This is an optimization exercise on Yosys and OpenROAD, whose aim is small area, not a production implementation. Where RTL was checked, it was by simulation tests only, not by an equivalence proof against the original. The RTL of run 1 was laid out without a check of its function. Power is estimated from default activity; no workload was simulated.

$ cat run.sh
#!/bin/bash
# synth_recipe.tcl (not shown) runs the flow's synth.tcl, then flattens the netlist and writes it again
# the make line also repeats each setting of config.mk as NAME=value (left out here)
make -C /OpenROAD-flow-scripts/flow DESIGN_CONFIG=/design/flow/config.mk WORK_HOME=/design/flow/orfs CLKGATE_MAP_FILE= SYNTH_SCRIPT=/design/flow/synth_recipe.tcl finish
$ cat config.mk
export PLATFORM = sky130hd
export DESIGN_NAME = cpu
export DESIGN_NICKNAME = cpu
export VERILOG_FILES = /design/flow/design.v
export SDC_FILE = /design/flow/constraint.sdc
export NUM_CORES = 4
export LEC_CHECK = 0
export CAP_MARGIN = 20
export CORE_MARGIN = 2
export CORE_UTILIZATION = 55
export SLEW_MARGIN = 20
export SYNTH_HIERARCHICAL = 1
$ cat constraint.sdc
create_clock -name core_clock -period 20.0 [get_ports {clock}]
set_input_delay 4.0000 -clock core_clock [delete_from_list [all_inputs] [get_ports {clock}]]
set_output_delay 4.0000 -clock core_clock [all_outputs]
set_load 0.01 [all_outputs]
$ cat design.v
module cpu(
    clock,                           
    reset,                           
    address_imem,                    
    q_imem,                          
    address_dmem,                    
    data,                            
    wren,                            
    q_dmem,                          
    ctrl_writeEnable,                
    ctrl_writeReg,                   
    data_writeReg                    
);
    input clock, reset;
    output[11:0] address_imem;
    input[31:0] q_imem;
    output[11:0] address_dmem;
    output[31:0] data;
    output wren;
    input[31:0] q_dmem;
    output ctrl_writeEnable;
    output[4:0] ctrl_writeReg;
    output[31:0] data_writeReg;
    wire[4:0] opcode = q_imem[31:27];
    wire[4:0] rd     = q_imem[26:22];
    wire[4:0] rs     = q_imem[21:17];
    wire[4:0] rt     = q_imem[16:12];
    wire[4:0] shamt  = q_imem[11:7];
    wire[4:0] aluop  = q_imem[6:2];
    wire[31:0] imm_sx = {{15{q_imem[16]}}, q_imem[16:0]};
    wire[31:0] target = {5'b00000, q_imem[26:0]};
    wire is_r    = opcode == 5'd0;
    wire is_j    = opcode == 5'd1;
    wire is_bne  = opcode == 5'd2;
    wire is_jal  = opcode == 5'd3;
    wire is_jr   = opcode == 5'd4;
    wire is_addi = opcode == 5'd5;
    wire is_blt  = opcode == 5'd6;
    wire is_sw   = opcode == 5'd7;
    wire is_lw   = opcode == 5'd8;
    wire is_setx = opcode == 5'd21;
    wire is_bex  = opcode == 5'd22;
    wire r_add = is_r & (aluop == 5'd0);
    wire r_sub = is_r & (aluop == 5'd1);
    wire we;
    wire[4:0] wreg;
    wire[31:0] wdata;
    wire b_rd = is_sw | is_bne | is_blt | is_jr;
    wire[31:0] selA, selB;
    genvar g;
    generate
        for (g = 0; g < 32; g = g + 1) begin : sel
            assign selA[g] = is_bex ? (g == 30) : (rs == g);
            assign selB[g] = ~is_bex & (b_rd ? (rd == g) : (rt == g));
        end
    endgenerate
    wire[31:0] regs[31:0];
    wire[31:0] valid;
    wire[991:0] q_all, d_all;
    wire[31:1] wsel;
    assign regs[0] = 32'd0;
    assign valid[0] = 1'b0;
    rf_write wr(we, wreg, wdata, q_all, wsel, d_all);
    generate
        for (g = 1; g < 32; g = g + 1) begin : rf
            reg[31:0] q;
            reg v;
            always @(posedge clock) begin
                q <= d_all[32*g-1 -: 32];
            end
            always @(posedge clock or posedge reset) begin
                if (reset)
                    v <= 1'b0;
                else if (wsel[g])
                    v <= 1'b1;
            end
            assign q_all[32*g-1 -: 32] = q;
            assign regs[g] = q;
            assign valid[g] = v;
        end
    endgenerate
    wire[31:0] vselA = selA & valid;
    wire[31:0] vselB = selB & valid;
    wire[31:0] rA, rB;
    wire[31:0] nA[10:0], nB[10:0];
    generate
        for (g = 0; g < 11; g = g + 1) begin : rp
            if (g < 10) begin : three
                aoi3 a(vselA[3*g+1], vselA[3*g+2], vselA[3*g+3], regs[3*g+1], regs[3*g+2], regs[3*g+3], nA[g]);
                aoi3 b(vselB[3*g+1], vselB[3*g+2], vselB[3*g+3], regs[3*g+1], regs[3*g+2], regs[3*g+3], nB[g]);
            end else begin : one
                assign nA[g] = ~({32{vselA[31]}} & regs[31]);
                assign nB[g] = ~({32{vselB[31]}} & regs[31]);
            end
        end
    endgenerate
    assign rA = ~(nA[0] & nA[1] & nA[2] & nA[3] & nA[4] & nA[5] & nA[6] & nA[7] & nA[8] & nA[9] & nA[10]);
    assign rB = ~(nB[0] & nB[1] & nB[2] & nB[3] & nB[4] & nB[5] & nB[6] & nB[7] & nB[8] & nB[9] & nB[10]);
    wire sub = r_sub | is_bne | is_blt | is_bex;
    wire[31:0] opB = (is_addi | is_lw | is_sw) ? imm_sx : rB;
    wire[31:0] opBx = opB ^ {32{sub}};
    wire[31:0] sum = rA + opBx + {31'd0, sub};
    wire ovf = (rA[31] == opBx[31]) & (sum[31] != rA[31]);
    wire ne = |sum;                  
    wire lt = sum[31] ^ ovf;         
    wire sll = ~aluop[0];
    wire[31:0] rA_rev;
    generate
        for (g = 0; g < 32; g = g + 1) begin : rev_in
            assign rA_rev[g] = rA[31 - g];
        end
    endgenerate
    wire[31:0] sh_in = sll ? rA_rev : rA;
    wire sh_fill = ~sll & rA[31];
    wire[31:0] sh = $signed({sh_fill, sh_in}) >>> shamt;
    wire[31:0] sh_rev;
    generate
        for (g = 0; g < 32; g = g + 1) begin : rev_out
            assign sh_rev[g] = sh[31 - g];
        end
    endgenerate
    reg[31:0] alu_out;
    always @* begin
        if (!is_r)
            alu_out = sum;
        else
            case (aluop)
                5'd0, 5'd1: alu_out = sum;
                5'd2: alu_out = rA & rB;
                5'd3: alu_out = rA | rB;
                5'd4: alu_out = sh_rev;
                5'd5: alu_out = sh;
                default: alu_out = 32'd0;
            endcase
    end
    wire ovf_write = ovf & (r_add | r_sub | is_addi);
    wire[31:0] rstatus = {30'd0, r_sub | is_addi, r_sub | r_add};
    reg[31:0] pc;
    wire[31:0] pc1 = pc + 32'd1;
    wire[31:0] pc_br = pc1 + imm_sx;
    wire taken = (is_bne & ne) | (is_blt & ne & ~lt);
    wire[31:0] pc_next = is_jr ? rB :
                         ((is_j | is_jal | (is_bex & ne)) ? target :
                         (taken ? pc_br : pc1));
    always @(posedge clock or posedge reset) begin
        if (reset)
            pc <= 32'd0;
        else
            pc <= pc_next;
    end
    assign we = is_r | is_addi | is_lw | is_jal | is_setx;
    assign wreg = (is_setx | ovf_write) ? 5'd30 : (is_jal ? 5'd31 : rd);
    assign wdata = is_setx ? target :
                   (is_jal ? pc1 :
                   (ovf_write ? rstatus :
                   (is_lw ? q_dmem : alu_out)));
    assign address_imem = pc[11:0];
    assign address_dmem = sum[11:0];
    assign data = rB;
    assign wren = is_sw;
    assign ctrl_writeEnable = we;
    assign ctrl_writeReg = wreg;
    assign data_writeReg = wdata;
endmodule
module aoi3(s1, s2, s3, d1, d2, d3, y);
    input s1, s2, s3;
    input[31:0] d1, d2, d3;
    output[31:0] y;
    assign y = ~(({32{s1}} & d1) | ({32{s2}} & d2) | ({32{s3}} & d3));
endmodule
module rf_write(we, wreg, wdata, q_all, wsel, d_all);
    input we;
    input[4:0] wreg;
    input[31:0] wdata;
    input[991:0] q_all;
    output[31:1] wsel;
    output[991:0] d_all;
    wire[31:0] wdata_n = ~wdata;
    genvar g, b;
    generate
        for (g = 1; g < 32; g = g + 1) begin : w
            assign wsel[g] = we && wreg == g;
            wire wsel_n = ~wsel[g];
            for (b = 0; b < 32; b = b + 1) begin : wb
                wbit m(wdata_n[b], wsel[g], wsel_n, q_all[32*g-32+b], d_all[32*g-32+b]);
            end
        end
    endgenerate
endmodule
module wbit(dn, s, sn, q, y);
    input dn, s, sn, q;
    output y;
    assign y = ~((dn | sn) & ~(q & sn));
endmodule
==> notes.md, run 1 <==
* Vias in the first global route at 48279
* Clock buffer depth at 3
* Post-route minimum period at a little under 20000 ps
* Pre-antenna DRT Iters at 15
* Max incr delay on CP at 770 ps
* Post-synth top area share at between 30% and 40%
* CP endpoint: data_writeReg[17]
* Comb pwr share at 16.9%
* Clock Sink Count at 1055
* Remaining global-route overflow at 0
* Root Buffer: clkbuf_16
* Final setup violating endpoints at 0
* RePlAce Congestion at about 1.1
* Leak Pwr at 20.7 nW
* Power density cells at between 90 and 100 mW/mm²
* Layout Nets at 6093
* Setup crit end kind: output port
* Setup Fix Bufs, Post-CTS at 0
* Syn_nets at 5936
* Site Rows at 111
* Max_slew headroom at under 10%
* Critical-path maximum fanout at 18
* Final instance area at 0.0575 mm²
* Core area at 0.0919 mm²
* Clock share of power at 38.6%
* CP required at 16000 ps
* Number of I/O port buffers at 160
* Wirelength, routed at around 240000 µm
* Tcrit/Tclk final at a little over nine tenths
* Ys async rst share at 5.97%
* Mean Syn Cell Area at 8.81 µm²
* Initial Utilization at a little under three fifths
* Final Max Tran Viols at 0
* Commonest register cell after synthesis: dfxtp_1
* CTS tree: built
* Die area at 0.0955 mm²
* Pre-CTS WS at 1330 ps
* Crit path from: q_imem[30]
* Cell depth of the worst setup path at 39
* I/O pins at 161
* Resize count post-CTS at 0
* Hpwl dp at 162000 µm
* Initial detailed-routing violation count at 12073
* Via count at 53345
* CP Buf/Inv Count at 6
* First-pass GRT wire length at 337000 µm
* Final clock skew at 56.9 ps
* Worst r2r src: rf[10].v
* R2r setup slk at around 9000 ps
* Clock latency on the worst-skew pair at around 730 ps
* Post-synth EDFFs at 0
* Critical path's slowest cell: clkdlybuf4s50_1
* Crit path max-delay family: compound AO/OA/AOI/OAI gates
* Worst Tran Pin Value at 1400 ps
* Overall Power at 5.48 mW
* GR Util All Layers at between 40% and 50%
* Via density per instance at 7.31
* Setup_tns at 0 ps
* Internal Power at 3.86 mW
* Hold Buf Count CTS at 0
* Post-synthesis register bit count at 1055
* Drc violations at 0
* Die Width at 309 µm
* Sequential share of power at ~45%
* Final Hold Fails at 0
* Crit-path most repeated cell: a21oi_1
* Switching share of total power at 29.6%
* Sequential Area at 0.0214 mm²
* Leading area contributor after synthesis: dfxtp_1
* Fill cells at 8177
* H-tree Lvls at 3
* Cells after synthesis at 5805
* Switch Pwr at 1.62 mW
* Inserted Clock Buffers at ~110
* Post-synthesis sequential area ratio at 41.9%
* Area of the multi-input gates at 0.0274 mm²
* Worst path arrival time at 15200 ps
* Count leader, synth: nand2_1
* Synth top cells by count: 1276 x nand2_1, 1002 x o21ai_1, 992 x dfxtp_1, 641 x a222oi_1, 140 x nand4_1
* Min-delay worst type: register to register
* RSZ-0062 raised after global routing: false
* Crit path kind: input pin to output port
* DRT antenna net count at 0
* Worst R2R End: pc[26]
* Worst-path clk slew at 60 ps
* PnR worst setup slack at roughly 800 ps
* Ys Warns at 7
* Max cap viols at 0
* Cell variety after synth at 93
* Startpoint class of the critical path: input pin
* Layout cell share with drive strength beyond 1 at 9.09%
* R2R cell count at 36
* WL/cell at 32.7 µm
* Layout area overhead at 12.3%
* Worst IR Drop VDD at 0.0722 mV
* Die height at a little over 300 µm
* Largest net degree at the start of global routing at 65
* Area after DPL at 0.0537 mm²
* Initial antenna violation count at 15
* Largest cells by area after synthesis: dfxtp_1 39%, a222oi_1 13%, o21ai_1 9.8%
* Status: no timing/DRC/antenna violations
* Max Freq at 52.1 MHz
* Mapped cell area at roughly 0.05 mm²
## area by class of cell
type,instances,share of cell area [%]
Antenna cell,8,0.0348
Clock buffer,154,5.41
Clock inverter,43,1.02
Inverter,81,0.529
Multi-Input combinational cell,4366,47.7
Sequential cell,1055,37.3
Tap cell,1243,2.71
Timing Repair Buffer,351,5.27
## sequential cells by signal (all words and copies together) (netlist names)
signal  cells
pc         32
rf.q      992
rf.v       31
## logic make-up (layout without fill, tap and decap cells)
family,Yosys count,in the layout,share of synthesized area (%)
xor gates and xnor gates,111,111,1.90
AOI/OAI and AO/OA,2194,2194,30.1
buffers and inverters,384,629,4.89
DFF,1055,1055,41.9
muxes,129,129,3.23
and+or+nand+nor,1835,1835,15.7
adders and majority gates,97,97,2.26
other,0,8,0
## routing by layer
layer / share of wire (%) / vias to the layer above / wire length (µm) / global-route usage (%)
met5: 0.099 / - / 236 / 1.06
li1: - / 23237 / - / -
met3: 16 / 1079 / 37500 / 20.0
met2: 40 / 4175 / 94900 / 67.5
met4: 8.5 / 28 / 20300 / 33.0
met1: 36 / 24826 / 85800 / 60.3
## metrics by stage
step	hold WS [ps]	util (%)	instances
finish	462	62.5	7301
global route	475	62.5	7294
CTS	462	62.5	7291
detailed placement	453	58.4	7094
global placement	439	58.4	7094
floorplan	430	-	5805
## Yosys stat by module, one instance, submodules excluded
module / copies in the design / area [µm²] / flops+latches / cells inside
cpu: 1 / 33800 / 1055 / 2873
aoi3: 20 / 403 / 0 / 41
rf_write: 1 / 608 / 0 / 128
wbit: 992 / 8.76 / 0 / 2
## power groups by stage
stage          sequential (mW)  clock [mW]  combinational, mW
2_1_floorplan             2.42           0              0.589
3_3_place_gp              2.47           0              0.869
3_5_place_dp              2.47           0              0.886
4_1_cts                   2.43        2.11              0.890
5_1_grt                   2.45        2.20              0.986
6_report                  2.44        2.11              0.927
## cell usage in the layout (no fill, tap or decap), types with 69 or more instances in the layout
cell	count
nand4_1	140
o21ai_0	120
mux2i_1	93
xnor2_1	89
a222oi_1	641
a21oi_1	118
inv_1	69
buf_4	189
dfxtp_1	992
clkbuf_16	110
clkdlybuf4s50_1	159
nand2_1	1245
nor2_1	134
o21ai_1	1003
## worst register-to-register path: cells and delay by family, from the launching register on
family,cells,cell delay (ps)
simple gates,15,4040
compound gates,15,4890
buf+inv,3,830
xor+xnor,1,100
fa+ha+maj,2,710
flops,1,390
## worst min-delay path by stage
stage	start	endpoint	cells after the start
final	rf[18].q[14]	rf[18].q[14]	2
after global routing	rf[20].q[30]	rf[20].q[30]	2
after CTS	rf[24].q[27]	rf[24].q[27]	2
after detailed placement	rf[31].q[0]	rf[31].q[0]	2
after global placement	rf[31].q[0]	rf[31].q[0]	2
after floorplan	rf[31].q[0]	rf[31].q[0]	2
==> inputs of run 2 (changes only) <==
--- a/design.v
+++ b/design.v
@@ -99,7 +99,13 @@
     wire sub = r_sub | is_bne | is_blt | is_bex;
     wire[31:0] opB = (is_addi | is_lw | is_sw) ? imm_sx : rB;
     wire[31:0] opBx = opB ^ {32{sub}};
-    wire[31:0] sum = rA + opBx + {31'd0, sub};
+    wire[31:0] sum;
+    wire c16, c32a, c32b;
+    wire[15:0] sum_hi0, sum_hi1;
+    ripple16 add_lo(rA[15:0], opBx[15:0], sub, sum[15:0], c16);
+    ripple16 add_hi0(rA[31:16], opBx[31:16], 1'b0, sum_hi0, c32a);
+    ripple16 add_hi1(rA[31:16], opBx[31:16], 1'b1, sum_hi1, c32b);
+    assign sum[31:16] = c16 ? sum_hi1 : sum_hi0;
     wire ovf = (rA[31] == opBx[31]) & (sum[31] != rA[31]);
     wire ne = |sum;                  
     wire lt = sum[31] ^ ovf;         
@@ -112,7 +118,8 @@
     endgenerate
     wire[31:0] sh_in = sll ? rA_rev : rA;
     wire sh_fill = ~sll & rA[31];
-    wire[31:0] sh = $signed({sh_fill, sh_in}) >>> shamt;
+    wire[63:0] sh_wide = {{32{sh_fill}}, sh_in} >> shamt;
+    wire[31:0] sh = sh_wide[31:0];
     wire[31:0] sh_rev;
     generate
         for (g = 0; g < 32; g = g + 1) begin : rev_out
@@ -136,8 +143,18 @@
     wire ovf_write = ovf & (r_add | r_sub | is_addi);
     wire[31:0] rstatus = {30'd0, r_sub | is_addi, r_sub | r_add};
     reg[31:0] pc;
-    wire[31:0] pc1 = pc + 32'd1;
-    wire[31:0] pc_br = pc1 + imm_sx;
+    wire[31:0] pc1, pc_br;
+    wire[32:0] inc_c, br_c;
+    assign inc_c[0] = 1'b1;
+    assign br_c[0] = 1'b0;
+    generate
+        for (g = 0; g < 32; g = g + 1) begin : pcadd
+            assign pc1[g] = pc[g] ^ inc_c[g];
+            assign inc_c[g+1] = pc[g] & inc_c[g];
+            assign pc_br[g] = pc1[g] ^ imm_sx[g] ^ br_c[g];
+            assign br_c[g+1] = (pc1[g] & imm_sx[g]) | (pc1[g] & br_c[g]) | (imm_sx[g] & br_c[g]);
+        end
+    endgenerate
     wire taken = (is_bne & ne) | (is_blt & ne & ~lt);
     wire[31:0] pc_next = is_jr ? rB :
                          ((is_j | is_jal | (is_bex & ne)) ? target :
@@ -192,3 +209,19 @@
     output y;
     assign y = ~((dn | sn) & ~(q & sn));
 endmodule
+module ripple16(a, b, ci, s, co);
+    input[15:0] a, b;
+    input ci;
+    output[15:0] s;
+    output co;
+    wire[16:0] c;
+    assign c[0] = ci;
+    genvar i;
+    generate
+        for (i = 0; i < 16; i = i + 1) begin : fa
+            assign s[i] = a[i] ^ b[i] ^ c[i];
+            assign c[i+1] = (a[i] & b[i]) | (a[i] & c[i]) | (b[i] & c[i]);
+        end
+    endgenerate
+    assign co = c[16];
+endmodule
==> flow/run.sh (new file) <==
#!/bin/bash
set -e
cat >> config.mk <<'EOC'
export BUFFER_PORTS_ARGS = -buffer_cell sky130_fd_sc_hd__buf_1
export CTS_ARGS = -sink_clustering_enable -repair_clock_nets -dont_use_dummy_load -buf_list {sky130_fd_sc_hd__clkbuf_4 sky130_fd_sc_hd__clkbuf_8} -sink_clustering_size 16 -sink_clustering_max_diameter 80
EOC
bash standard.sh > standard.log 2>&1
==> standard.sh (new file) <==
#!/bin/bash
# synth_recipe.tcl (not shown) runs the flow's synth.tcl, then flattens the netlist and writes it again
# the make line also repeats each setting of config.mk as NAME=value (left out here)
make -C /OpenROAD-flow-scripts/flow DESIGN_CONFIG=/design/flow/config.mk WORK_HOME=/design/flow/orfs CLKGATE_MAP_FILE= SYNTH_SCRIPT=/design/flow/synth_recipe.tcl "${@:-finish}"
--- a/config.mk
+++ b/config.mk
@@ -7,6 +7,8 @@
 export LEC_CHECK = 0
 export CAP_MARGIN = 20
 export CORE_MARGIN = 2
-export CORE_UTILIZATION = 55
+export CORE_UTILIZATION = 45
 export SLEW_MARGIN = 20
 export SYNTH_HIERARCHICAL = 1
+export BUFFER_PORTS_ARGS = -buffer_cell sky130_fd_sc_hd__buf_1
+export CTS_ARGS = -sink_clustering_enable -repair_clock_nets -dont_use_dummy_load -buf_list {sky130_fd_sc_hd__clkbuf_4 sky130_fd_sc_hd__clkbuf_8} -sink_clustering_size 16 -sink_clustering_max_diameter 80
removed: run.sh
==> run 2 against run 1 <==
Effect of this change: now fails the layout checks on capacitance limit; clock-buffer cell count decreased by 74; routed wire length decreased by 0.15%; final area decreased by 5.2%.
==> notes.md, run 2 <==
* Mean Syn Cell Area at 8.92 µm² (+1.2%)
* Inserted Clock Buffers at 80 (-25%)
* Final std cells w/o fill at 7391 (+1.2%)
* Pre-CTS WS at 251 ps (-1080 ps)
* Tcrit/Tclk final at 98.5% (+2.5 points)
* CP required at 16000 ps (about the same)
* Number of I/O port buffers at 160 (unchanged)
* Core area at 0.112 mm² (+22%)
* Crit path max-delay family: adder cells
* I/O pins at 161 (unchanged)
* Hpwl dp at 167000 µm (+3.1%)
* Max cap viols at 1 (+1)
* Cells after synthesis at 5698 (-1.8%)
* Layout Check Fails: capacitance limit
* Min-delay worst type: register to register
* Die Width at 340 µm (+10%)
* First-pass GRT wire length at 340000 µm (+0.72%)
* Crit-path most repeated cell: fa_1
* Syn_nets at 5873 (-1.1%)
* Final Max Tran Viols at 0 (unchanged)
* Largest net degree at the start of global routing at 65 (unchanged)
* Fill cells at 11016 (+35%)
* Power density cells at 74.0 mW/mm² (-22%)
* PnR worst setup slack at 300 ps (-495 ps)
* Clock latency on the worst-skew pair at 810 ps (+80 ps)
* Critical path's slowest cell: a2111o_1
* Critical-path maximum fanout at 14 (-4)
* Cell depth of the worst setup path at 42 (+7.7%)
* Via count at 50994 (-4.4%)
* Setup crit end kind: output port
* Worst path arrival time at 15700 ps (+500 ps)
* Hold Buf Count CTS at 0 (unchanged)
* R2R cell count at 38 (+5.6%)
* Die area at 0.116 mm² (+21%)
* Clock buffer depth at 3 (unchanged)
* Worst-path clk slew at 100 ps (+40 ps)
* Final core utilization at 48.5% (-14 points)
* Top reg by flops: rf.q
* Root Buffer: clkbuf_8
* Via density per instance at 6.90 (-5.6%)
* Max Freq at 50.8 MHz (-2.5%)
* Worst Tran Pin Value at 1470 ps (+76.7 ps)
* Layout area overhead at 7.17%
* Wirelength, routed at 238000 µm (-0.15%)
* RSZ-0062 raised after global routing: true
* Final clock skew at 109 ps (+52.3 ps)
* Initial detailed-routing violation count at 11158 (-7.6%)
* Remaining global-route overflow at 0 (unchanged)
* Final setup violating endpoints at 0 (unchanged)
* Initial antenna violation count at 6 (-9)
* CTS tree: built
* Flip-flop count of the largest register after layout at 992 (unchanged)
* Startpoint class of the critical path: input pin
* Initial Utilization at 45.3% (-10 points)
* Mapped cell area at 0.0508 mm² (-0.68%)
* Max incr delay on CP at 520 ps (-250 ps)
* Status: finished with violations
* RePlAce Congestion at 1.07 (-2.8%)
* WHS Path Cells at 2 (unchanged)
* Final Hold Fails at 0 (unchanged)
* Crit path kind: input pin to output port
* GR Util All Layers at 39.8% (-8.5 points)
* Leak Pwr at 18.8 nW (-9.0%)
* Ys Warns at 7 (unchanged)
* Pre-antenna DRT Iters at 14 (-1)
* Commonest non-fill, non-tap cell in the layout: nand2_1
* DRT antenna net count at 0 (unchanged)
* Die height at 340 µm (+10%)
* Layout Nets at 6064 (-0.48%)
* H-tree Lvls at 3 (unchanged)
* Largest registers: rf.q (992), pc (32), rf.v (31)
* Most frequent cells in the layout: 1166 x nand2_1, 1007 x o21ai_1, 992 x dfxtp_1
* WL/cell at 32.3 µm (-1.4%)
* Max_slew headroom at 0.482% (-6.4 points)
* Clock Sink Count at 1055 (unchanged)
* Worst IR Drop VDD at 0.0558 mV (-23%)
* Layout cell share with drive strength beyond 1 at 9.22% (+0.13 points)
* Site Rows at 123 (+11%)
* Drc violations at 0 (unchanged)
* Vias in the first global route at 46181 (-4.3%)
* Setup_tns at 0 ps (unchanged)
* Post-route minimum period at 19700 ps (+495 ps)
* Placed insts at 7306 (+3.0%)
* Overall Power at 4.03 mW (-26%)
* CP Buf/Inv Count at 9 (+3)
## run 2: cell count changes in the layout (fill, tap and decap cells not counted), sizes merged, moves of 29 or more
cell	change
o21ai	-31
clkdlybuf4s50	-159
o211ai	+36
fa	+74
buf	+227
ha	-30
nand2	-79
inv	+50
a211o	+29
a2111o	-49
xnor2	-56
nor3	+39
nor2	+32
clkbuf	-72
## run 2: repair_timing
item,4_1_cts,5_1_grt
setup buffers,0,1
setup endpoints to repair,0,33
resized for setup,0,13
endpoints found under the hold margin,0,0
## run 2: path summary, 6_finish.rpt
path	end	startpoint	slack, ps
hold reg to reg	rf[31].q[3]	rf[31].q[3]	460
hold / removal	rf[31].q[3]	rf[31].q[3]	460
max in group asynchronous	pc[8]	reset	15770
setup reg to reg	pc[31]	pc[0]	5980
setup / recovery	data_writeReg[12]	q_imem[28]	300
min in group asynchronous	rf[10].v	reset	3490
## run 2: power breakdown
group | switching, mW | total [mW] | internal (mW) | leakage (nW)
Clock | 0.708 | 1.07 | 0.359 | 0.575
Combinational | 0.425 | 0.641 | 0.216 | 9.42
Sequential | 0.0976 | 2.32 | 2.23 | 8.80
Total | 1.23 | 4.03 | 2.80 | 18.8
## run 2: stage by stage
step / area, µm² / hold slack (ps)
final: 54400 / 456
after global routing: 54400 / 468
after CTS: 54400 / 455
after detailed placement: 53300 / 441
after global placement: 53300 / 436
after floorplan: 50800 / 430
## run 2: layout make-up
| class | instances | area [µm²] | area share (%) |
|---|---|---|---|
| Multi-Input combinational cell | 4196 | 26900 | 49.5 |
| Sequential cell | 1055 | 21400 | 39.4 |
| Timing Repair Buffer | 421 | 2590 | 4.75 |
| Tap cell | 1500 | 1880 | 3.45 |
| Clock buffer | 80 | 1100 | 2.02 |
| Inverter | 135 | 507 | 0.931 |
| Antenna cell | 4 | 10.0 | 0.0184 |
## run 2: per-layer routing
metal,vias to the layer above,GRT usage (%),share of wire (%)
met5,-,0,0.018
met4,6,19.3,6.0
met3,702,10.7,12
met2,3505,60.7,43
met1,24201,52.2,39
li1,22580,-,-
## run 2: tightest hold or removal path, stage by stage (launching register included)
cell and delay [ps]:
dfxtp_1 320, nand2_1 50, o21ai_1 50
==> inputs of run 3 (changes only) <==
--- a/design.v
+++ b/design.v
@@ -126,20 +126,6 @@
             assign sh_rev[g] = sh[31 - g];
         end
     endgenerate
-    reg[31:0] alu_out;
-    always @* begin
-        if (!is_r)
-            alu_out = sum;
-        else
-            case (aluop)
-                5'd0, 5'd1: alu_out = sum;
-                5'd2: alu_out = rA & rB;
-                5'd3: alu_out = rA | rB;
-                5'd4: alu_out = sh_rev;
-                5'd5: alu_out = sh;
-                default: alu_out = 32'd0;
-            endcase
-    end
     wire ovf_write = ovf & (r_add | r_sub | is_addi);
     wire[31:0] rstatus = {30'd0, r_sub | is_addi, r_sub | r_add};
     reg[31:0] pc;
@@ -167,10 +153,20 @@
     end
     assign we = is_r | is_addi | is_lw | is_jal | is_setx;
     assign wreg = (is_setx | ovf_write) ? 5'd30 : (is_jal ? 5'd31 : rd);
-    assign wdata = is_setx ? target :
-                   (is_jal ? pc1 :
-                   (ovf_write ? rstatus :
-                   (is_lw ? q_dmem : alu_out)));
+    wire s_and = is_r & (aluop == 5'd2);
+    wire s_or  = is_r & (aluop == 5'd3);
+    wire s_sll = is_r & (aluop == 5'd4);
+    wire s_sra = is_r & (aluop == 5'd5);
+    wire s_sum = (r_add | r_sub | is_addi) & ~ovf_write;
+    assign wdata = ({32{is_setx}} & target) |
+                   ({32{is_jal}} & pc1) |
+                   ({32{ovf_write}} & rstatus) |
+                   ({32{is_lw}} & q_dmem) |
+                   ({32{s_sum}} & sum) |
+                   ({32{s_and}} & (rA & rB)) |
+                   ({32{s_or}} & (rA | rB)) |
+                   ({32{s_sll}} & sh_rev) |
+                   ({32{s_sra}} & sh);
     assign address_imem = pc[11:0];
     assign address_dmem = sum[11:0];
     assign data = rB;
--- a/config.mk
+++ b/config.mk
@@ -5,10 +5,10 @@
 export SDC_FILE = /design/flow/constraint.sdc
 export NUM_CORES = 4
 export LEC_CHECK = 0
-export CAP_MARGIN = 20
+export CAP_MARGIN = 40
 export CORE_MARGIN = 2
 export CORE_UTILIZATION = 45
-export SLEW_MARGIN = 20
+export SLEW_MARGIN = 30
 export SYNTH_HIERARCHICAL = 1
 export BUFFER_PORTS_ARGS = -buffer_cell sky130_fd_sc_hd__buf_1
 export CTS_ARGS = -sink_clustering_enable -repair_clock_nets -dont_use_dummy_load -buf_list {sky130_fd_sc_hd__clkbuf_4 sky130_fd_sc_hd__clkbuf_8} -sink_clustering_size 16 -sink_clustering_max_diameter 80
==> run 3 against run 2 <==
Effect of this change: now clean on timing, DRC and antenna; sequential power shrank 3%; utilization grew 0.21 points; global-route usage shrank 1.5 points; routed wire length shrank 4.8%; worst setup slack gained 11 ps; via count shrank 3.8%; critical path type unchanged; highest routed layer unchanged.
==> notes.md, run 3 <==
* Die area at 0.115 mm² (-0.88%)
* Hold Buf Count CTS at 0 (unchanged)
* Area after DPL at 0.0528 mm² (-0.89%)
* Die Width at 339 µm (-0.44%)
* Worst Tran Pin Value at 1050 ps (-422 ps)
* Leak Pwr at 18.8 nW (about the same)
* Layout Nets at 5912 (-2.5%)
* Syn_nets at 5709 (-2.8%)
* Remaining global-route overflow at 0 (unchanged)
* Area of the multi-input gates at 0.0264 mm² (-1.9%)
* Mapped cell area at 0.0504 mm² (-0.89%)
* Drc violations at 0 (unchanged)
* Setup_tns at 0 ps (unchanged)
* Hpwl dp at 165000 µm (-0.99%)
* GR Util All Layers at 38.3% (-1.5 points)
* Startpoint class of the critical path: input pin
* Crit path kind: input pin to output port
* Tcrit/Tclk final at 98.4% (about the same)
* Comb pwr share at 13.8% (-2.1 points)
* I/O pins at 161 (unchanged)
* Clock Sink Count at 1055 (unchanged)
* RePlAce Congestion at 1.04 (-2.4%)
* Commonest non-fill, non-tap cell in the layout: nand2_1
* Largest registers: rf.q (992), pc (32), rf.v (31)
* Final instance area at 0.0540 mm² (-0.78%)
* Clock buffer depth at 3 (unchanged)
* CP required at 16000 ps (about the same)
* Cells after synthesis at 5534 (-2.9%)
* Largest net degree at the start of global routing at 65 (unchanged)
* Sequential share of power at 58.5% (+0.9 points)
* Overall Power at 3.83 mW (-5.0%)
* Layout area overhead at 7.29%
* Mean Syn Cell Area at 9.10 µm² (+2.0%)
* Ys Warns at 7 (unchanged)
* Status: no timing/DRC/antenna violations
* Worst IR Drop VDD at 0.0606 mV (+8.5%)
* Max cap viols at 0 (-1)
* Min-delay worst type: register to register
* Placed insts at 7133 (-2.4%)
* CTS tree: built
* Via density per instance at 6.79 (-1.6%)
* Worst-path clk slew at 100 ps (about the same)
* Initial detailed-routing violation count at 9890 (-11%)
* RSZ-0062 raised after global routing: false
* Die height at 339 µm (-0.44%)
* Final Max Tran Viols at 0 (unchanged)
* R2r setup slk at 5790 ps (-190 ps)
* Final Hold Fails at 0 (unchanged)
* Vias in the first global route at 44419 (-3.8%)
* Core area at 0.111 mm² (-1.2%)
* Wirelength, routed at 227000 µm (-4.8%)
* Pre-antenna DRT Iters at 13 (-1)
* WL/cell at 31.4 µm (-2.6%)
* Final std cells w/o fill at 7228 (-2.2%)
* First-pass GRT wire length at 327000 µm (-3.8%)
* Max Freq at 50.8 MHz (about the same)
* Top reg by flops: rf.q
* Initial Utilization at 45.4% (+0.15 points)
* Inserted Clock Buffers at 79 (-1.3%)
* Fill cells at 10920 (-0.87%)
* Post-route minimum period at 19690 ps (-11.5 ps)
* Clock latency on the worst-skew pair at 800 ps (about the same)
* Critical path's slowest cell: a2111o_1
* Max incr delay on CP at 610 ps (+90 ps)
* Final setup violating endpoints at 0 (unchanged)
* Via count at 49069 (-3.8%)
* Initial antenna violation count at 14 (+8)
* Power density cells at 70.9 mW/mm² (-4.2%)
* Switch Pwr at 1.10 mW (-10%)
* Internal Power at 2.73 mW (-2.7%)
* Site Rows at 122 (-0.81%)
* Flip-flop count of the largest register after layout at 992 (unchanged)
* Layout cell share with drive strength beyond 1 at 9.87% (+0.65 points)
* Clock share of power at 27.7% (+1.2 points)
* Most frequent cells in the layout: 1165 x nand2_1, 1003 x o21ai_1, 992 x dfxtp_1
* Max_slew headroom at 29.9% (+29 points)
* Setup crit end kind: output port
* Number of I/O port buffers at 160 (unchanged)
* Critical-path maximum fanout at 20 (+6)
* Final clock skew at 93.0 ps (-16.2 ps)
* Root Buffer: clkbuf_8
* Switching share of total power at 28.8% (-1.7 points)
* DRT antenna net count at 0 (unchanged)
* Crit-path most repeated cell: fa_1
* Hold Slack at 467 ps (+10.6 ps)
* Worst path arrival time at 15690 ps (about the same)
* H-tree Lvls at 3 (unchanged)
* Sequential Area at 0.0214 mm² (unchanged)
==> run 3: worst max-delay path: cells and delay by family <==
family                     cells  cell delay, ps
buffers and inverters          9            1110
muxes                          2             450
xor gates and xnor gates       1              80
adders and majority gates     17            6410
and+or+nand+nor                4            1140
AOI/OAI and AO/OA              6            2450
==> run 3: metal layers <==
| metal | wire length (µm) | vias up | share of wire, % | global-route usage [%] |
|---|---|---|---|---|
| met3 | 25100 | 532 | 11 | 8.87 |
| met5 | 114 | - | 0.050 | 0 |
| met2 | 99600 | 3077 | 44 | 59.3 |
| met4 | 13100 | 16 | 5.8 | 19.2 |
| li1 | - | 22091 | - | - |
| met1 | 89000 | 23353 | 39 | 50.1 |
==> run 3: power groups by stage <==
stage / clock, mW / sequential, mW / combinational (mW)
2_1_floorplan: 0 / 2.26 / 0.351
3_3_place_gp: 0 / 2.29 / 0.507
3_5_place_dp: 0 / 2.29 / 0.515
4_1_cts: 1.08 / 2.24 / 0.516
5_1_grt: 1.16 / 2.25 / 0.575
6_report: 1.06 / 2.24 / 0.529
==> run 3: area by class of cell <==
type                       count  share of cell area, %
antenna                        5                 0.0232
clock buffer                  79                   2.01
inverter                     171                   1.19
multi-input combinational   4015                   48.9
sequential                  1055                   39.7
tap                         1488                   3.45
timing repair buffer         415                   4.74
==> run 3: final timing paths <==
| check | to | startpoint | cells past startpoint |
|---|---|---|---|
| max reg2reg | pc[31] | pc[0] | 37 |
| min in group asynchronous | pc[22] | reset | 3 |
| max | data_writeReg[15] | q_imem[27] | 39 |
| min reg2reg | rf[9].q[13] | rf[9].q[13] | 2 |
| max in group asynchronous | rf[5].v | reset | 4 |
| min | rf[9].q[13] | rf[9].q[13] | 2 |
==> run 3: metrics by stage <==
step / setup WS (ps) / utilization, %
finish: 312 / 48.7
detailed placement: 488 / 47.7
global placement: 400 / 47.5
floorplan: 1720 / -
CTS: 469 / 48.6
global route: 7.16 / 48.7
==> run 3: timing repair <==
item / CTS / global route
gates resized for setup: 0 / 6
endpoints found under the hold margin: 0 / 0
setup endpoints to repair: 0 / 22
setup buffers: 0 / 1
==> inputs of run 4 (changes only) <==
==> flow/run.sh (replaced) <==
#!/bin/bash
# The standard layout, with these changes:
# - synthesis maps logic with ABC using abc_area_relaxed.script: ORFS's speed
#   script with a relaxed delay target in &nf and no buffering or upsizing
#   (the layout's own repair fixes timing). Everything else in synthesis is
#   synth_recipe.tcl / ORFS synth.tcl unchanged, so the registers are the same.
# - ports are buffered with buf_1;
# - clock tree synthesis uses clkbuf_4/8, clusters of 16 sinks, no dummy loads;
set -e
HERE=$(pwd)
FLOWDIR=$HERE/flow
# synth.tcl with the ABC script replaced
sed 's#source \$::env(SCRIPTS_DIR)/synth_preamble.tcl#source $::env(SCRIPTS_DIR)/synth_preamble.tcl\nset abc_args [lreplace $abc_args 1 1 '"$FLOWDIR"'/abc_area_relaxed.script]\nputs "abc args: $abc_args"#' \
    "$FLOW_HOME/scripts/synth.tcl" > "$HERE/my_synth.tcl"
grep -q abc_area_relaxed "$HERE/my_synth.tcl"
sed 's#source \$::env(SCRIPTS_DIR)/synth.tcl#source '"$HERE"'/my_synth.tcl#' synth_recipe.tcl > my_synth_recipe.tcl
grep -q my_synth.tcl my_synth_recipe.tcl
cat >> config.mk <<'EOC'
export BUFFER_PORTS_ARGS = -buffer_cell sky130_fd_sc_hd__buf_1
export CTS_ARGS = -sink_clustering_enable -repair_clock_nets -dont_use_dummy_load -buf_list {sky130_fd_sc_hd__clkbuf_4 sky130_fd_sc_hd__clkbuf_8} -sink_clustering_size 16 -sink_clustering_max_diameter 80
EOC
sed "s#SYNTH_SCRIPT=[^ ]*synth_recipe.tcl#SYNTH_SCRIPT=$HERE/my_synth_recipe.tcl#" standard.sh > my_standard.sh
grep -q my_synth_recipe.tcl my_standard.sh
bash my_standard.sh > standard.log 2>&1
==> flow/abc_area_relaxed.script (new file) <==
&get -n
&st
&dch
&nf -R 1000
&st
&syn2
&if -g -K 6
&synch2
&nf -R 1000
&st
&syn2
&if -g -K 6
&synch2
&nf -R 1000
&st
&syn2
&if -g -K 6
&synch2
&nf -R 1000
&st
&syn2
&if -g -K 6
&synch2
&nf -R 1000
&st
&syn2
&if -g -K 6
&synch2
&nf -R 1000
&put
topo
dnsize -c
--- a/config.mk
+++ b/config.mk
@@ -8,6 +8,7 @@
 export CAP_MARGIN = 40
 export CORE_MARGIN = 2
 export CORE_UTILIZATION = 45
+export SETUP_SLACK_MARGIN = 0.2
 export SLEW_MARGIN = 30
 export SYNTH_HIERARCHICAL = 1
 export BUFFER_PORTS_ARGS = -buffer_cell sky130_fd_sc_hd__buf_1
==> run 4 against run 3 <==
Effect of this change: clock-buffer cell count down 1; synthesized cell count down 5.1%; sequential power is essentially flat; hold slack gained 16 ps; die area is 6.0% lower; sequential share of layout area rose by 1.0 points; highest routed layer unchanged.
==> notes.md, run 4 <==
* Status: no timing/DRC/antenna violations
* DRT antenna net count at 0 (unchanged)
* Final instance area at 0.0527 mm² (-2.5%)
* Setup_tns at 0 ps (unchanged)
* Flip-flop count of the largest register after layout at 992 (unchanged)
* Root Buffer: clkbuf_8
* Crit path kind: input pin to output port
* First-pass GRT wire length at 326000 µm (-0.22%)
* Initial Utilization at 45.5% (+0.054 points)
* Area after DPL at 0.0515 mm² (-2.5%)
* Layout Nets at 5865 (-0.79%)
* Clock Sink Count at 1055 (unchanged)
* Worst Tran Pin Value at 1100 ps (+50.4 ps)
* Worst path arrival time at 15520 ps (-170 ps)
* Hold Buf Count CTS at 0 (unchanged)
* Remaining global-route overflow at 0 (unchanged)
* Max_slew headroom at 26.6% (-3.4 points)
* Core area at 0.104 mm² (-6.2%)
* Mapped cell area at 0.0473 mm² (-6.1%)
* Startpoint class of the critical path: input pin
* WL/cell at 32.6 µm (+3.7%)
* Hpwl dp at 159000 µm (-3.8%)
* Mean Syn Cell Area at 9.00 µm² (-1.1%)
* Crit-path most repeated cell: fa_1
* Overall Power at 3.76 mW (-2.0%)
* Top reg by flops: rf.q
* Leak Pwr at 18.4 nW (-2.1%)
* Wirelength, routed at 230000 µm (+1.5%)
* Clock buffer depth at 3 (unchanged)
* Final setup violating endpoints at 0 (unchanged)
* Clock latency on the worst-skew pair at 780 ps (-20 ps)
* RePlAce Congestion at 1.09 (+4.8%)
* Die Width at 328 µm (-3.1%)
* Initial detailed-routing violation count at 10690 (+8.1%)
* Post-route minimum period at 19520 ps (-171 ps)
* Commonest non-fill, non-tap cell in the layout: nand2_1
* Layout cell share with drive strength beyond 1 at 7.44% (-2.4 points)
* Site Rows at 118 (-3.3%)
* Via density per instance at 6.97 (+2.7%)
* Final Hold Fails at 0 (unchanged)
* Critical-path maximum fanout at 30 (+50%)
* Largest registers: rf.q (992), pc (32), rf.v (31)
* GR Util All Layers at 41.4% (+3.1 points)
* Met1 GRT Util at 53.0% (+2.9 points)
* GR peak layer: met2
* I/O pins at 161 (unchanged)
* Initial antenna violation count at 22 (+8)
* Power density cells at 71.3 mW/mm² (+0.57%)
* Max cap viols at 0 (unchanged)
* Syn_nets at 5428 (-4.9%)
* Crit path from: q_imem[31]
* Die area at 0.108 mm² (-6.0%)
* RSZ-0062 raised after global routing: false
* Min-delay src: rf[24].q[24]
* PnR worst setup slack at 483 ps (+171 ps)
* CTS tree: built
* Critical path's slowest cell: a2111oi_1
* Most frequent cells in the layout: 1190 x nand2_1, 1087 x o21ai_0, 992 x dfxtp_1
* Worst IR Drop VDD at 0.0567 mV (-6.4%)
* Ys Warns at 7 (unchanged)
* Largest net degree at the start of global routing at 66 (+1.5%)
* Inserted Clock Buffers at 78 (-1.3%)
* Drc violations at 0 (unchanged)
* Worst r2r src: pc[0]
* Hold Slack at 483 ps (+15.9 ps)
* Die height at 328 µm (-3.1%)
* R2r setup slk at 5950 ps (+160 ps)
* Pre-CTS WS at 377 ps (-111 ps)
* Max Freq at 51.2 MHz (+0.88%)
* Max incr delay on CP at 910 ps (+300 ps)
* CP required at 16000 ps (about the same)
* Met2 usage at 61.3% (+2.0 points)
* Setup Fix Bufs, Post-CTS at 0 (unchanged)
* Cells after synthesis at 5253 (-5.1%)
* CP Buf/Inv Count at 10 (+1)
* Via count at 49332 (+0.54%)
* Layout area overhead at 11.4%
* Final Max Tran Viols at 0 (unchanged)
* Vias in the first global route at 44360 (-0.13%)
* H-tree Lvls at 3 (unchanged)
* Tcrit/Tclk final at 97.6% (-0.86 points)
* Min-delay worst type: register to register
* Final clock skew at 96.9 ps (+3.85 ps)
* Worst-path clk slew at 100 ps (about the same)
* Pre-antenna DRT Iters at 14 (+1)
* Met3 usage at 12.5% (+3.7 points)
* Number of I/O port buffers at 160 (unchanged)
* Crit path max-delay family: adder cells
* Setup crit end kind: output port
==> run 4: routing by layer <==
layer | vias up | share of wire (%)
li1 | 21626 | -
met1 | 23173 | 37
met2 | 3650 | 42
met3 | 861 | 13
met4 | 22 | 7.3
met5 | - | 0.083
==> run 4: final cells by class <==
type | count | area [µm²]
fill | 10165 | 51300
multi-input combinational | 4019 | 25400
sequential | 1055 | 21400
timing repair buffer | 369 | 2320
tap | 1380 | 1730
clock buffer | 78 | 1070
inverter | 167 | 648
antenna | 9 | 22.5
==> run 4: timing repair <==
action,CTS,global route
endpoints found under the hold margin,0,0
endpoints found under the setup margin,0,33
resized for setup,0,10
==> run 4: worst register-to-register path: cells and delay by family (launching register included) <==
kind | cells | cell delay, ps
buffers and inverters | 3 | 250
adder cells (fa/ha/maj) | 31 | 12670
XOR/XNOR | 2 | 320
AO/OA/AOI/OAI | 1 | 200
flip-flops | 1 | 440
AND/OR/NAND/NOR | 1 | 70
==> run 4: final timing paths <==
path                                     end  cells after the start
max                        data_writeReg[16]                     38
min                             rf[24].q[24]                      2
max reg2reg                           pc[31]                     38
min reg2reg                     rf[24].q[24]                      2
max in group asynchronous              pc[8]                      4
min in group asynchronous            rf[3].v                      3
==> run 4: through the flow <==
stage	util, %	cells
final	50.7	7077
after global placement	49.3	6974
after CTS	50.6	7065
after detailed placement	49.5	6987
after global routing	50.6	7069
after floorplan	-	5253
==> run 4: power breakdown <==
| part | switching (mW) | leakage [nW] | internal (mW) |
|---|---|---|---|
| registers | 0.0561 | 8.81 | 2.17 |
| logic | 0.322 | 9.05 | 0.158 |
| clock network | 0.696 | 0.561 | 0.351 |
| total | 1.07 | 18.4 | 2.68 |
==> inputs of run 5 (changes only) <==
--- a/config.mk
+++ b/config.mk
@@ -7,7 +7,7 @@
 export LEC_CHECK = 0
 export CAP_MARGIN = 40
 export CORE_MARGIN = 2
-export CORE_UTILIZATION = 45
+export CORE_UTILIZATION = 55
 export SETUP_SLACK_MARGIN = 0.2
 export SLEW_MARGIN = 30
 export SYNTH_HIERARCHICAL = 1
==> run 5 against run 4 <==
Effect of this change: cell count down 3.2%; via count up 1.7%; synthesized cell count unchanged; clock power about the same; critical path depth up 4; register-to-register slack better by 120 ps; sequential share of layout area up 0.28 points; critical path type unchanged; highest routed layer unchanged.
==> notes.md, run 5 <==
* Most frequent cells in the layout: 1190 x nand2_1, 1087 x o21ai_0, 992 x dfxtp_1
* Site Rows at 107 (-9.3%)
* Die height at 297 µm (-9.4%)
* Min-delay src: rf[30].q[20]
* Commonest non-fill, non-tap cell in the layout: nand2_1
* Crit-path most repeated cell: fa_1
* Power density cells at 71.4 mW/mm² (+0.10%)
* Cells after synthesis at 5253 (unchanged)
* First-pass GRT wire length at 315000 µm (-3.5%)
* Mapped cell area at 0.0473 mm² (unchanged)
* Overall Power at 3.73 mW (-0.57%)
* Clock latency on the worst-skew pair at 800 ps (+20 ps)
* Wirelength, routed at 220000 µm (-4.5%)
* Worst Tran Pin Value at 1070 ps (-30.7 ps)
* Clock Sink Count at 1055 (unchanged)
* GR Util All Layers at 47.8% (+6.5 points)
* H-tree Lvls at 3 (unchanged)
* Setup crit end kind: output port
* Largest registers: rf.q (992), pc (32), rf.v (31)
* Max_slew headroom at 28.6% (+2.0 points)
* Worst r2r src: pc[0]
* Ys Warns at 7 (unchanged)
* Layout area overhead at 10.6%
* CP required at 16000 ps (about the same)
* Fill cells at 7834 (-23%)
* Final Hold Fails at 0 (unchanged)
* Die Width at 297 µm (-9.4%)
* Max Freq at 51.7 MHz (+0.81%)
* DRT antenna net count at 0 (unchanged)
* Final core utilization at 61.4% (+11 points)
* Hold EP: rf[30].q[20]
* Max cap viols at 0 (unchanged)
* Drc violations at 0 (unchanged)
* WHS Path Cells at 2 (unchanged)
* Syn_nets at 5428 (unchanged)
* Via count at 50164 (+1.7%)
* Status: no timing/DRC/antenna violations
* Critical path's slowest cell: fa_1
* Layout cell share with drive strength beyond 1 at 7.25% (-0.19 points)
* Startpoint class of the critical path: input pin
* RSZ-0062 raised after global routing: true
* Worst IR Drop VDD at 0.0692 mV (+22%)
* I/O pins at 161 (unchanged)
* Remaining global-route overflow at 0 (unchanged)
* Mean Syn Cell Area at 9.00 µm² (unchanged)
* Inserted Clock Buffers at 78 (unchanged)
* WL/cell at 32.1 µm (-1.3%)
* Final Max Tran Viols at 0 (unchanged)
* Clock buffer depth at 3 (unchanged)
* Leak Pwr at 18.5 nW (+0.19%)
* Vias in the first global route at 45026 (+1.5%)
* Initial detailed-routing violation count at 11405 (+6.7%)
* Core area at 0.0851 mm² (-18%)
* RePlAce Congestion at 1.06 (-2.7%)
* Placed insts at 6758 (-3.3%)
* Final clock skew at 109 ps (+12.2 ps)
* Setup_tns at 0 ps (unchanged)
* Pre-antenna DRT Iters at 14 (unchanged)
* Worst R2R End: pc[31]
* Post-route minimum period at 19360 ps (-158 ps)
* Flip-flop count of the largest register after layout at 992 (unchanged)
* Initial Utilization at 55.5% (+10 points)
* Crit path kind: input pin to output port
* R2R cell count at 38 (unchanged)
* Critical-path maximum fanout at 31 (+3.3%)
* Hold Buf Count CTS at 0 (unchanged)
* Via density per instance at 7.32 (+5.1%)
* Min-delay worst type: register to register
* CTS tree: built
* Max incr delay on CP at 420 ps (-490 ps)
* Worst path arrival time at 15360 ps (-160 ps)
* Worst-path clk slew at 90 ps (about the same)
* Layout Nets at 5875 (+0.17%)
* Tcrit/Tclk final at 96.8% (-0.79 points)
* Final std cells w/o fill at 6850 (-3.2%)
* Number of I/O port buffers at 160 (unchanged)
* Die area at 0.0883 mm² (-18%)
* Hpwl dp at 152000 µm (-4.6%)
* Top reg by flops: rf.q
* Root Buffer: clkbuf_8
* R2r setup slk at 6070 ps (+120 ps)
* Initial antenna violation count at 14 (-36%)
* Final setup violating endpoints at 0 (unchanged)
* Largest net degree at the start of global routing at 66 (unchanged)
[run 5: changes by cell type in the layout (fill, tap and decap cells not counted), sizes merged]
cell | previous run | this run
buf | 363 | 372
clkbuf | 84 | 85
diode | 9 | 8
[run 5: critical path, delay by kind of cell]
family | cells | cell delay [ps]
compound gates | 8 | 2350
xor+xnor | 1 | 130
fa+ha+maj | 17 | 6480
buf+inv | 9 | 1230
mux | 1 | 90
simple gates | 6 | 1090
[run 5: timing repair]
action / CTS / global route
setup buffers: 0 / 1
resized for setup: 0 / 10
endpoints found under the setup margin: 0 / 34
[run 5: how the worst max path moves through the flow]
| stage | depth (start not counted) | to | from | slack, ps |
|---|---|---|---|---|
| 3_5_place_dp | 38 | data_writeReg[21] | q_imem[30] | 430 |
| 5_1_grt | 41 | data_writeReg[21] | q_imem[31] | 160 |
| 2_1_floorplan | 38 | data_writeReg[19] | q_imem[27] | 800 |
| 3_3_place_gp | 41 | data_writeReg[9] | q_imem[27] | 610 |
| 6_report | 42 | data_writeReg[26] | q_imem[27] | 640 |
| 4_1_cts | 38 | data_writeReg[9] | q_imem[30] | 410 |
[run 5: layout make-up]
type	instances	area [µm²]	share of cell area (%)
inverter	167	646	1.23
sequential	1055	21400	41.0
antenna	8	20.0	0.0383
clock buffer	78	1070	2.05
tap	1144	1430	2.74
timing repair buffer	379	2280	4.35
multi-input combinational	4019	25400	48.6
[run 5: through the flow]
stage | area [µm²] | worst slack (ps) | hold slack, ps
after global placement | 51000 | 610 | 454
after floorplan | 47300 | 800 | 439
after CTS | 52200 | 414 | 485
final | 52300 | 641 | 483
after global routing | 52300 | 161 | 501
after detailed placement | 51100 | 429 | 465
[run 5: layer usage]
layer  GRT usage [%]  vias up  routed length, µm
met1            60.9    23529              79400
met3            16.7      914              33800
li1                -    21651                  -
met4            29.6       16              17000
met5               0        -                129
met2            69.4     4054              89800
[run 5: where the power goes]
group | switching (mW) | internal [mW]
Clock | 0.688 | 0.350
Combinational | 0.313 | 0.155
Sequential | 0.0550 | 2.17
Total | 1.06 | 2.68

what the ideal ports hide:
The flow's constraints put no driver on any port. The routed layouts listed below were extracted and timed again, unchanged, in two steps. Step 1, drivers: a clkbuf_16 drives clock and a buf_2 each remaining input, both assumed. Step 2 moves the port delays by t, midway between the first and last clock arrival at a register: inputs arrive t later, outputs are due t later. That takes back most of the time a late clock gives input paths. Slacks: no drivers / after step 1 / after step 2; pairs: no drivers / after step 1.
run | t, ns | setup slack, ns | hold WS [ns]
run 1 | 0.776 | 0.795 / 0.759 / 0.759 | 0.462 / 0.462 / 0.462
run 2 | 0.831 | 0.300 / 0.278 / 0.278 | 0.456 / 0.456 / 0.456
run 3 | 0.820 | 0.312 / 0.288 / 0.288 | 0.467 / 0.467 / 0.467
run 4 | 0.797 | 0.483 / 0.455 / 0.455 | 0.483 / 0.483 / 0.483
run 5 | 0.809 | 0.641 / 0.604 / 0.604 | 0.483 / 0.483 / 0.483
The setup slack of run 5, which loses most, moves by -0.037 ns with the drivers and by -0.037 ns with both steps.
